From an optimization exercise on the open Yosys and OpenROAD flow, aimed at small area; shortcuts taken in it are not production practice. Only simulation tests tie the RTL to the original design; equivalence was not proved. No activity file was given, so power comes from the tool's default toggle rates.

==> flow/design.v <==
module mtm_Alu (
    input  clk,
    input  rst_n,
    input  sin,
    output sout
);
  reg [5:0] ph;
  always @(posedge clk) ph <= ph + 6'd1;
  wire tick = (ph[3:0] == 4'd15);
  reg  [63:0] ring;
  reg [3:0] bc;        
  reg [3:0] fc;        
  reg       h;         
  reg [3:0] c4;        
  reg [2:0] op;
  reg  [2:0] tfc;      
  wire      dead = tfc[2] & (tfc[1] | tfc[0]);
  wire      cmd  = fc[3];
  wire s_type = tick & (bc == 4'd14);
  wire s_pay  = tick & ((bc == 4'd15) | (bc <= 4'd6));    
  wire s_stop = tick & (bc == 4'd7);
  wire fb4    = c4[3] ^ sin;
  wire [3:0] c4n = {c4[2:0], 1'b0} ^ {2'b00, fb4, fb4};
  reg cy;              
  reg fZ;
  wire run = cmd & (ph[5:4] == 2'd3 ? (bc >= 4'd3 && bc <= 4'd6) :
                    ph[5:4] == 2'd0 ? (bc >= 4'd4 && bc <= 4'd7) : 1'b0);
  wire a   = ring[15];
  wire b   = ring[47];
  wire i0  = (ph == 6'd48);
  wire i31 = (ph == 6'd15);
  wire cin = i0 ? op[0] : cy;
  wire bb  = b ^ op[0];
  wire s   = a ^ bb ^ cin;
  wire co  = (a & bb) | (a & cin) | (bb & cin);
  wire r   = op[2] ? s : (op[0] ? (a | b) : (a & b));
  wire       dwr = ~cmd & ~bc[3] & (ph[3:0] == ~{fc[0], bc[2:0]});
  wire [1:0] dsel = fc[2:1] + ph[5:4] + 2'd1;
  wire [3:0] we;
  assign we[0] = dwr & (dsel == 2'd0);
  assign we[1] = dwr & (dsel == 2'd1);
  assign we[2] = dwr & (dsel == 2'd2);
  assign we[3] = (dwr & (dsel == 2'd3)) | run;
  wire din = run ? r : h;
  genvar g;
  generate
    for (g = 0; g < 64; g = g + 1) begin : rg
      if (g % 16 == 0) begin : ins
        always @(posedge clk) ring[g] <= we[g / 16] ? din : ring[(g + 63) % 64];
      end else begin : sh
        always @(posedge clk) ring[g] <= ring[g - 1];
      end
    end
  endgenerate
  reg [3:0] tbc;       
  reg       so;
  reg [2:0] c3;        
  wire ttick = (ph[2:0] == 3'd7) & (ph[3] ^ tfc[0]);
  wire txgo  = ((tbc == 4'd12) & ((tfc != 3'd0) | (ph[5:4] == 2'd0))) |
               ((tbc == 4'd14) & dead);
  reg tap;
  always @(*)
    case (tbc[2:0])
      3'd0: tap = ring[15];
      3'd1: tap = ring[32];
      3'd2: tap = ring[49];
      3'd3: tap = ring[2];
      3'd4: tap = ring[19];
      3'd5: tap = ring[36];
      3'd6: tap = ring[53];
      default: tap = ring[6];
    endcase
  reg pv;              
  always @(*) begin
    if (!tfc[2]) pv = tap;
    else if (dead)
      case (tbc[2:0])
        3'd0, 3'd7: pv = 1'b1;
        3'd1, 3'd4: pv = tfc[1] & tfc[0];
        3'd2, 3'd5: pv = tfc[1] & op[1];
        default:    pv = ~tfc[1];
      endcase
    else
      case (tbc[2:0])
        3'd0:    pv = 1'b1;
        3'd1:    pv = op[2];
        3'd2:    pv = fZ;
        3'd3:    pv = op[0];
        3'd4:    pv = cy;
        default: pv = c3[1];
      endcase
  end
  wire fb3 = c3[2] ^ so;
  always @(posedge clk) begin
    if (!rst_n) begin
      bc   <= 4'd8;
      fc   <= 4'd0;
      c4   <= 4'd0;
    end else begin
      if (tick) begin
        if (bc != 4'd8) bc <= bc + 4'd1;
        else if (!sin && !dead) bc <= 4'd14;
      end
      if (!dead) begin
        if (s_stop) fc <= cmd ? 4'd0 : fc + 4'd1;
        if (s_pay) begin
          c4 <= c4n;
        end
      end
    end
  end
  always @(posedge clk) if (s_pay && !cmd) h <= sin;
  always @(posedge clk) begin
    if (s_pay && cmd && bc <= 4'd2) op <= {op[1:0], sin};
    if (run) begin
      fZ <= (i0 | fZ) & ~r;
      if (i31) begin
        op[2] <= r;
        op[0] <= op[2] & (co ^ op[0]);
        cy    <= op[2] & ~b & (a ^ s) & ~(a ^ op[0]);
      end else cy <= co;
    end
  end
  wire e_frm = ~dead & ((s_type & (sin ^ cmd)) | (s_pay & cmd & (bc == 4'd15) & ~sin));
  wire c0    = ~dead & s_pay & cmd & (bc == 4'd6);
  always @(posedge clk) begin
    if (!rst_n) begin
      tbc <= 4'd14;
      tfc <= 3'd0;
      so  <= 1'b1;
    end else if (e_frm) begin
      tfc <= 3'd5;
    end else if (c0) begin
      if (c4n != 4'd0) tfc <= 3'd7;
      else if (op[1]) tfc <= 3'd6;
      else begin
        tbc <= 4'd12;
        tfc <= 3'd0;
      end
    end else if (ttick) begin
      case (tbc)
        4'd12, 4'd14: if (txgo) begin
          tbc <= 4'd15;
          so  <= 1'b0;
        end
        4'd13: ;
        4'd15: begin
          tbc <= 4'd0;
          so  <= tfc[2];
        end
        4'd8: begin
          tbc <= 4'd9;
          so  <= 1'b1;
        end
        4'd9: begin
          if (tfc[2]) tbc <= dead ? 4'd13 : 4'd14;
          else begin
            tbc <= 4'd12;
            tfc <= tfc + 3'd1;
          end
        end
        default: begin
          tbc <= tbc + 4'd1;
          so  <= pv;
        end
      endcase
    end
  end
  always @(posedge clk) begin
    if (!rst_n) c3 <= 3'd0;
    else if (ttick && tbc >= 4'd1 && tbc <= 4'd8) c3 <= {c3[1], c3[0] ^ fb3, fb3};
  end
  assign sout = so;
endmodule
export LEC_CHECK = 0
export CAP_MARGIN = 20
export CORE_MARGIN = 2
export CORE_UTILIZATION = 40
export CTS_BUF_LIST = sky130_fd_sc_hd__clkbuf_8
export SLEW_MARGIN = 20
create_clock -name core_clock -period 10.0 [get_ports {clk}]
standard.sh (not shown) runs the stock make flow with config.mk's settings and CLKGATE_MAP_FILE= SYNTH_SCRIPT=/design/flow/synth_recipe.tcl, a recipe that flattens the netlist after the stock synthesis.
==> flow/flow/run.sh <==
#!/bin/bash
# The standard layout (standard.sh), with these changes:
#  - synthesis maps logic with an area-oriented ABC script (ORFS's ABC_AREA
#    path, with its script replaced by the one below: 20 s of &deepsyn on
#    the AIG, then area mapping),
#  - no adder extraction (ADDER_MAP_FILE empty), so counters are left to ABC,
#  - the port buffers are the smallest buffer, sky130_fd_sc_hd__buf_1,
#  - clock tree synthesis adds no dummy loads.
# Registers come out of synthesis exactly as in the standard flow: ABC and the
# adder step only touch combinational logic.
set -euo pipefail
here=$PWD
rm -rf "$here/scripts_area"
cp -r "$FLOW_HOME/scripts" "$here/scripts_area"
printf 'strash\n&get -n\n&deepsyn -T 20\n&put\ndch\nmap -a\nstrash\n&get -n\n&dch\n&nf -a -R 100\n&put\n' > "$here/scripts_area/abc_area.script"
export SCRIPTS_DIR="$here/scripts_area"
export ADDER_MAP_FILE=
export ABC_AREA=1
export BUFFER_PORTS_ARGS="-buffer_cell sky130_fd_sc_hd__buf_1"
export CTS_ARGS="-sink_clustering_enable -repair_clock_nets -buf_list sky130_fd_sc_hd__clkbuf_2 -root_buf sky130_fd_sc_hd__clkbuf_8 -sink_clustering_size 8 -sink_clustering_max_diameter 30 -dont_use_dummy_load"
bash standard.sh > standard.log 2>&1
Next try:
==> flow/flow/run.sh (replaced) <==
#!/bin/bash
# The standard layout (standard.sh), with these changes:
#  - synthesis maps logic with an area-oriented ABC script (ORFS's ABC_AREA
#    path, with its script replaced by the one below),
#  - no adder extraction (ADDER_MAP_FILE empty), so counters are left to ABC,
#  - the port buffers are the smallest buffer, sky130_fd_sc_hd__buf_1,
#  - clock tree synthesis adds no dummy loads.
# Registers come out of synthesis exactly as in the standard flow: ABC and the
# adder step only touch combinational logic.
set -euo pipefail
here=$PWD
rm -rf "$here/scripts_area"
cp -r "$FLOW_HOME/scripts" "$here/scripts_area"
printf 'strash\ndch\nmap -a\nstrash\n&get -n\n&dch\n&nf -a -R 100\n&put\n' > "$here/scripts_area/abc_area.script"
export SCRIPTS_DIR="$here/scripts_area"
export ADDER_MAP_FILE=
export ABC_AREA=1
export BUFFER_PORTS_ARGS="-buffer_cell sky130_fd_sc_hd__buf_1"
export CTS_ARGS="-sink_clustering_enable -repair_clock_nets -buf_list sky130_fd_sc_hd__clkbuf_8 -dont_use_dummy_load"
bash standard.sh > standard.log 2>&1
Effect:
- The changed run finished with timing, DRC and antenna clean
- register-to-register slack is worse by 600 ps
- via count rose by 8.2%
- synthesized cell count rose by 7.7%
- setup slack is worse by 390 ps
- flip-flop and latch count does not change
- global-route usage rose by 1.0 points
- total power rose by 6.7%

==> what the ideal ports hide <==
The results above use ideal ports. As a check the final layouts listed here were re-extracted and re-timed, cells and wires unchanged. Step 1 sets driving cells, clkbuf_16 on the clock port and buf_2 on the other inputs (assumed; they add their load-dependent delay and slew). Step 2, shift: input delay + t, output delay - t, t = (earliest + latest rising clock arrival at the registers) / 2. This alone moves slack from input paths to output paths. Three values: ideal ports, drivers, drivers and shift; two values: the first two.
| run | shift t [ns] | slack for setup (ns) | hold slack, ns |
|---|---|---|---|
| the first run | 0.372 | 6.745 / 6.751 / 6.379 | 0.303 / 0.303 / 0.303 |
| the second run | 0.377 | 6.351 / 6.362 / 5.985 | 0.310 / 0.310 / 0.310 |
After both steps every run listed still meets setup and hold.
